What follows belongs to an exercise in optimizing a design on an open flow for small area, a short achievable clock period and few clock cycles per item; a production flow would make more cautious choices.
Only simulation tests tie the RTL to the original design; equivalence was not proved.

==> flow/design.v, too long to show whole: its modules and the start of the top module <==
// module krnl_ro_rtl_counter: 57 lines
// module krnl_ro_rtl_fifo: 43 lines
// module krnl_ro_rtl_multiply: 1611 lines
// module krnl_ro_rtl_axi_read_master: 190 lines
// module krnl_ro_rtl_axi_write_master: 190 lines
// module krnl_ro_rtl_control_s_axi: 225 lines
// module krnl_ro_rtl_int: 330 lines
// module krnl_ro_rtl: 137 lines
module krnl_ro_rtl #( 
  parameter integer  C_S_AXI_CONTROL_DATA_WIDTH = 32,
  parameter integer  C_S_AXI_CONTROL_ADDR_WIDTH = 7,
  parameter integer  C_M_AXI_GMEM_ID_WIDTH = 2,
  parameter integer  C_M_AXI_GMEM_ADDR_WIDTH = 64,
  parameter integer  C_M_AXI_GMEM_DATA_WIDTH = 32
)
(
  input  wire  ap_clk,
  input  wire  ap_rst_n,
  output wire                                 m_axi_gmem_AWVALID,
  input  wire                                 m_axi_gmem_AWREADY,
  output wire [C_M_AXI_GMEM_ADDR_WIDTH-1:0]   m_axi_gmem_AWADDR,
  output wire [C_M_AXI_GMEM_ID_WIDTH - 1:0]   m_axi_gmem_AWID,
  output wire [7:0]                           m_axi_gmem_AWLEN,
  output wire [2:0]                           m_axi_gmem_AWSIZE,
  output wire [1:0]                           m_axi_gmem_AWBURST,
  output wire [1:0]                           m_axi_gmem_AWLOCK,
  output wire [3:0]                           m_axi_gmem_AWCACHE,
  output wire [2:0]                           m_axi_gmem_AWPROT,
  output wire [3:0]                           m_axi_gmem_AWQOS,
  output wire [3:0]                           m_axi_gmem_AWREGION,
  output wire                                 m_axi_gmem_WVALID,
  input  wire                                 m_axi_gmem_WREADY,
  output wire [C_M_AXI_GMEM_DATA_WIDTH-1:0]   m_axi_gmem_WDATA,
  output wire [C_M_AXI_GMEM_DATA_WIDTH/8-1:0] m_axi_gmem_WSTRB,
  output wire                                 m_axi_gmem_WLAST,
  // ...
==> flow/flow/run.sh <==
#!/bin/bash
# The standard layout, with repair_timing asked to leave setup slack
# SETUP_SLACK_MARGIN ns at the design's clock period, so that the layout
# is timed for a shorter period than the one it is checked at. The SDC and
# every other step are the standard flow's own.
set -euo pipefail
bash standard.sh SETUP_SLACK_MARGIN=14 finish > flow_make.log 2>&1
==> flow/standard.sh <==
#!/bin/bash
# synth_recipe.tcl (not shown) runs the flow's synth.tcl, then flattens the netlist and writes it again
# the make line also repeats each setting of config.mk as NAME=value (left out here)
make -C /OpenROAD-flow-scripts/flow DESIGN_CONFIG=/design/flow/config.mk WORK_HOME=/design/flow/orfs CLKGATE_MAP_FILE= SYNTH_SCRIPT=/design/flow/synth_recipe.tcl "${@:-finish}"
==> flow/config.mk <==
export PLATFORM = sky130hd
export DESIGN_NAME = krnl_ro_rtl
export DESIGN_NICKNAME = krnl_ro_rtl
export VERILOG_FILES = /design/flow/design.v
export SDC_FILE = /design/flow/constraint.sdc
export NUM_CORES = 4
export LEC_CHECK = 0
export ABC_AREA = 1
export CAP_MARGIN = 30
export CORE_MARGIN = 2
export CORE_UTILIZATION = 40
export SLEW_MARGIN = 20
==> flow/constraint.sdc <==
create_clock -name core_clock -period 20.0 [get_ports {ap_clk}]
set_input_delay 4.0000 -clock core_clock [delete_from_list [all_inputs] [get_ports {ap_clk}]]
set_output_delay 4.0000 -clock core_clock [all_outputs]
set_load 0.01 [all_outputs]
==> results.ini, run 1 <==
[run_status]
status=finished clean

[route]
antenna_left=0
first_pass_iters=6
wl_met2_mm=85.9

[critical_path]
crit_family=adder cells
crit_path_end_kind=flop
r2r-end=inst_krnl_ro_rtl_int.wdata_r[29]$_DFFE_PP_
ff2ff_setup_slack_ps=13900
worstSetupPathType=reg -> reg
crit_path_frequent_cell=fa_1
reg2reg_from=inst_krnl_ro_rtl_int.slot0[18]$_DFFE_PP_

[synthesis]
synth_top_family_by_area=compound AO/OA/AOI/OAI gates
yosysTopAreaCellShare_pct=20.7
synth_area_leaders=dfxtp_1 21%, edfxtp_1 19%, fa_1 7.6%, nand2_1 6.5%, inv_1 6.3%
synthXorXnorAreaFrac_pct=6.80
synth_adder_area_share_pct=9.75

[layout]
sh_seq_area_pct=32.9
top_register=inst_krnl_ro_rtl_int.wq
final_area_sq_mm=0.0603
buffers=554
final_cell_mix=854 x nand2_1, 803 x inv_1, 553 x o21ai_0
instances_no_fill=8210
largestClassByArea=multi-input combinational cells
clockBufferCount=145

[floorplan]
die_x_microns=359
initial_utilization_pct=40.2
io_pins=379

[timing]
finClkSkew_ps=39.0
setup_tns_ps=0

[grt]
grt_max_degree=117
grt_pass1_vias=42739

[min_path]
hold_path_class=reg -> reg

[place]
hpwl_mm=131

Testbench counts, summed over its fixed seeds: cycles 18,687, items 5,627.
==> run 2: changes to the inputs <==
--- a/flow/config.mk
+++ b/flow/config.mk
@@ -9,4 +9,4 @@
 export CAP_MARGIN = 30
 export CORE_MARGIN = 2
-export CORE_UTILIZATION = 40
+export CORE_UTILIZATION = 60
 export SLEW_MARGIN = 20
==> results.ini, run 2 <==
[run_status]
status=finished clean

[timing]
fmax_ghz=0.163
setup_tns_ps=0  ; unchanged
rsz0062_at_grt=true
setup_ws_ps=13850
max_slew.worst_pin.slew_ps=1190
relSlewSlack_pct=20.2
post-route-min-period_ps=6150
slew_viol_final=0
fin_crit_sh_pct=30.7
final_hold_viol_count=0
finClkSkew_ps=62.2  ; +23.3 ps
finalSetupViolCount=0

[synthesis]
synth_flop_cell=dfxtp_1
synth_cells=6227
synth_top_cells_by_count=870 x nand2_1, 846 x inv_1, 568 x o21ai_0
yosysTopAreaCellShare_pct=20.7  ; unchanged
synth.most_common_cell=nand2_1
synth-edff-count=312
synth_seq_area_share_pct=39.3
ys_types=58
synth_area_leaders=dfxtp_1 21%, edfxtp_1 19%, fa_1 7.6%, nand2_1 6.5%, inv_1 6.3%
ys_ff_latch=833
synth_top_area_cell=dfxtp_1
ys_warn_count=2
syn_area_sq_mm=0.0503
ys_async_sr_fraction_pct=0
synth.avg_cell_area_sq_um=8.08

[critical_path]
crit_path_end_kind=flop
critical-path-slowest-cell=fa_1
reg2reg_from=inst_krnl_ro_rtl_int.r_one[0]$_DFF_P_
crit_required_ps=20380
critPathLaunch=inst_krnl_ro_rtl_int.r_one[0]$_DFF_P_
cp.arrival_ps=6530
crit_chain=clkinvlp_4 > buf_12 > clkbuf_16 > o22ai_1 > xor2_1 > ha_1 > fa_1 > fa_1 > fa_1 > inv_1 > fa_1 > inv_1 > fa_2 > ha_4 > nand2_4 > nor3_4 > nor3b_2 > o21ai_1 > nand2_1 > nand2_2 > nand3_2 > o21ai_0
max_stage_delay_ps=550
worstSetupPathType=reg -> reg
worstSetupStartpointType=flop
crit_path_frequent_cell=fa_1
cp_max_fo=7

[clocking]
insertion_delay_ps=700
h-tree-depth=3
clock_path_buffers=3
numCtsBuffers=89
clk_pin_slew_ps=60
cts_root_buf=clkbuf_16
postCtsHoldBufs=0
cts_sinks=833
cts_tree=done

[route]
routed_via_density=6.13
drc=0
routed_wl_mm=181
antenna_left=0  ; unchanged
wire_per_inst_microns=23.8
first_iter_violations=5884
first_pass_iters=7  ; +1
vias=46654

[grt]
gr-total-overflow=0
grt_antenna_before_repair=2
grt_pass1_vias=43512  ; +1.8%
grt_use_total_pct=40.1
grt_max_degree=140  ; +20%
grt_pass1_wl_mm=263

[floorplan]
initial_utilization_pct=60.4  ; +20 points
io_pins=379  ; unchanged
die_y_microns=294
die_area_sq_mm=0.0862
die_x_microns=294  ; -18%
core_sq_mm=0.0833
rows=106

[place]
post-place-ws_ps=13000
detailed_place.area_sq_mm=0.0535
port_buffers=312
hpwl_mm=122  ; -7.0%
gp_congestion=1.02

[job]
max_cap_violations=0

[layout]
largest_reg_flops=66
drive_above_1_share_pct=11.4
final_cell_mix=852 x nand2_1, 789 x inv_1, 548 x o21ai_0
fin_util_pct=71.8
final_area_sq_mm=0.0598  ; -0.87%
mostFrequentLayoutCell=nand2_1
top_register=inst_krnl_ro_rtl_int.wq
finish.net_count=6830
area_delta_synth_final_pct=18.9

[min_path]
hold_path_class=reg -> reg

[run 2: what timing repair did]
item | CTS | global route
gates cloned | 8 | 3
setup endpoints to repair | 118 | 311
resized for setup | 165 | 265
pin swaps | 29 | 82
setup buffers | 73 | 59
[run 2: worst max-delay path: cells and delay by family, from the launching register on]
family / cells / cell delay [ps]
buffers and inverters: 5 / 610
AND/OR/NAND/NOR: 6 / 840
adder cells (fa/ha/maj): 7 / 3330
flip-flops: 1 / 380
AO/OA/AOI/OAI: 3 / 460
XOR/XNOR: 1 / 220
[run 2: stage by stage]
step / hold WS (ps) / std cells
finish: 449 / 7606
global route: 459 / 7604
CTS: 449 / 7537
detailed placement: 440 / 7290
global placement: 433 / 7284
floorplan: 424 / 6285
[run 2: final timing paths]
path         cells past startpoint                                         end  slack, ps
max                             22  inst_krnl_ro_rtl_int.wdata_r[29]$_DFFE_PP_      13850
min                              2                                        flop        450
max reg2reg                     22  inst_krnl_ro_rtl_int.wdata_r[29]$_DFFE_PP_      13850
min reg2reg                      2                                        flop        450
[run 2: kinds of logic after synthesis]
kind of cell / Yosys count / synth area share, %
DFF: 833 / 39.3
muxes: 20 / 0.438
xor gates and xnor gates: 391 / 6.80
adders and majority gates: 278 / 9.75
AOI/OAI and AO/OA: 1615 / 18.2
and+or+nand+nor: 1734 / 14.3
buffers and inverters: 1354 / 11.2
other: 2 / 0.0149
[run 2: cell type report]
| cell class | instances | area [sq um] |
|---|---|---|
| multi-input cells | 4098 | 26600 |
| diodes | 2 | 5.00 |
| repair inverters | 6 | 42.5 |
| well taps | 1080 | 1350 |
| clock buffers | 120 | 2530 |
| repair buffers | 530 | 5300 |
| clock inverters | 46 | 592 |
| fillers | 6471 | 23500 |
| flip-flops and latches | 833 | 19900 |
| inverters | 891 | 3520 |
[run 2: per-layer routing]
metal  GRT usage (%)  vias up  part of all wire, %
met2            64.3     3041                   45
met3            7.92      798                   11
met4            26.2        4                  7.9
met5               0        -                0.014
met1            49.4    21819                   36
li1                -    20992                    -

## static timing again, ports no longer ideal
In the flow no input, the clock included, has a driving cell. The finished layouts below were timed again as built, in two steps.
Step 1: set_driving_cell puts a clkbuf_16 on ap_clk and a buf_2 on each other input, an assumption about the parent block.
Step 2 moves the port delays by t, midway between the first and last clock arrival at a register: inputs arrive t later, outputs are due t later. That takes back most of the time a late clock gives input paths.
Three values: ideal, step 1, step 2; two values: the first two.
run	t, ns	setup slack, ns	worst setup path after step 2
run 1	0.795	13.903 / 13.903 / 13.315	input to register
run 2	0.746	13.850 / 13.850 / 13.369	input to register
After both steps every run listed still meets setup and hold. The setup slack of run 1, which loses most, moves by 0.000 ns with the drivers and by -0.588 ns with both steps.
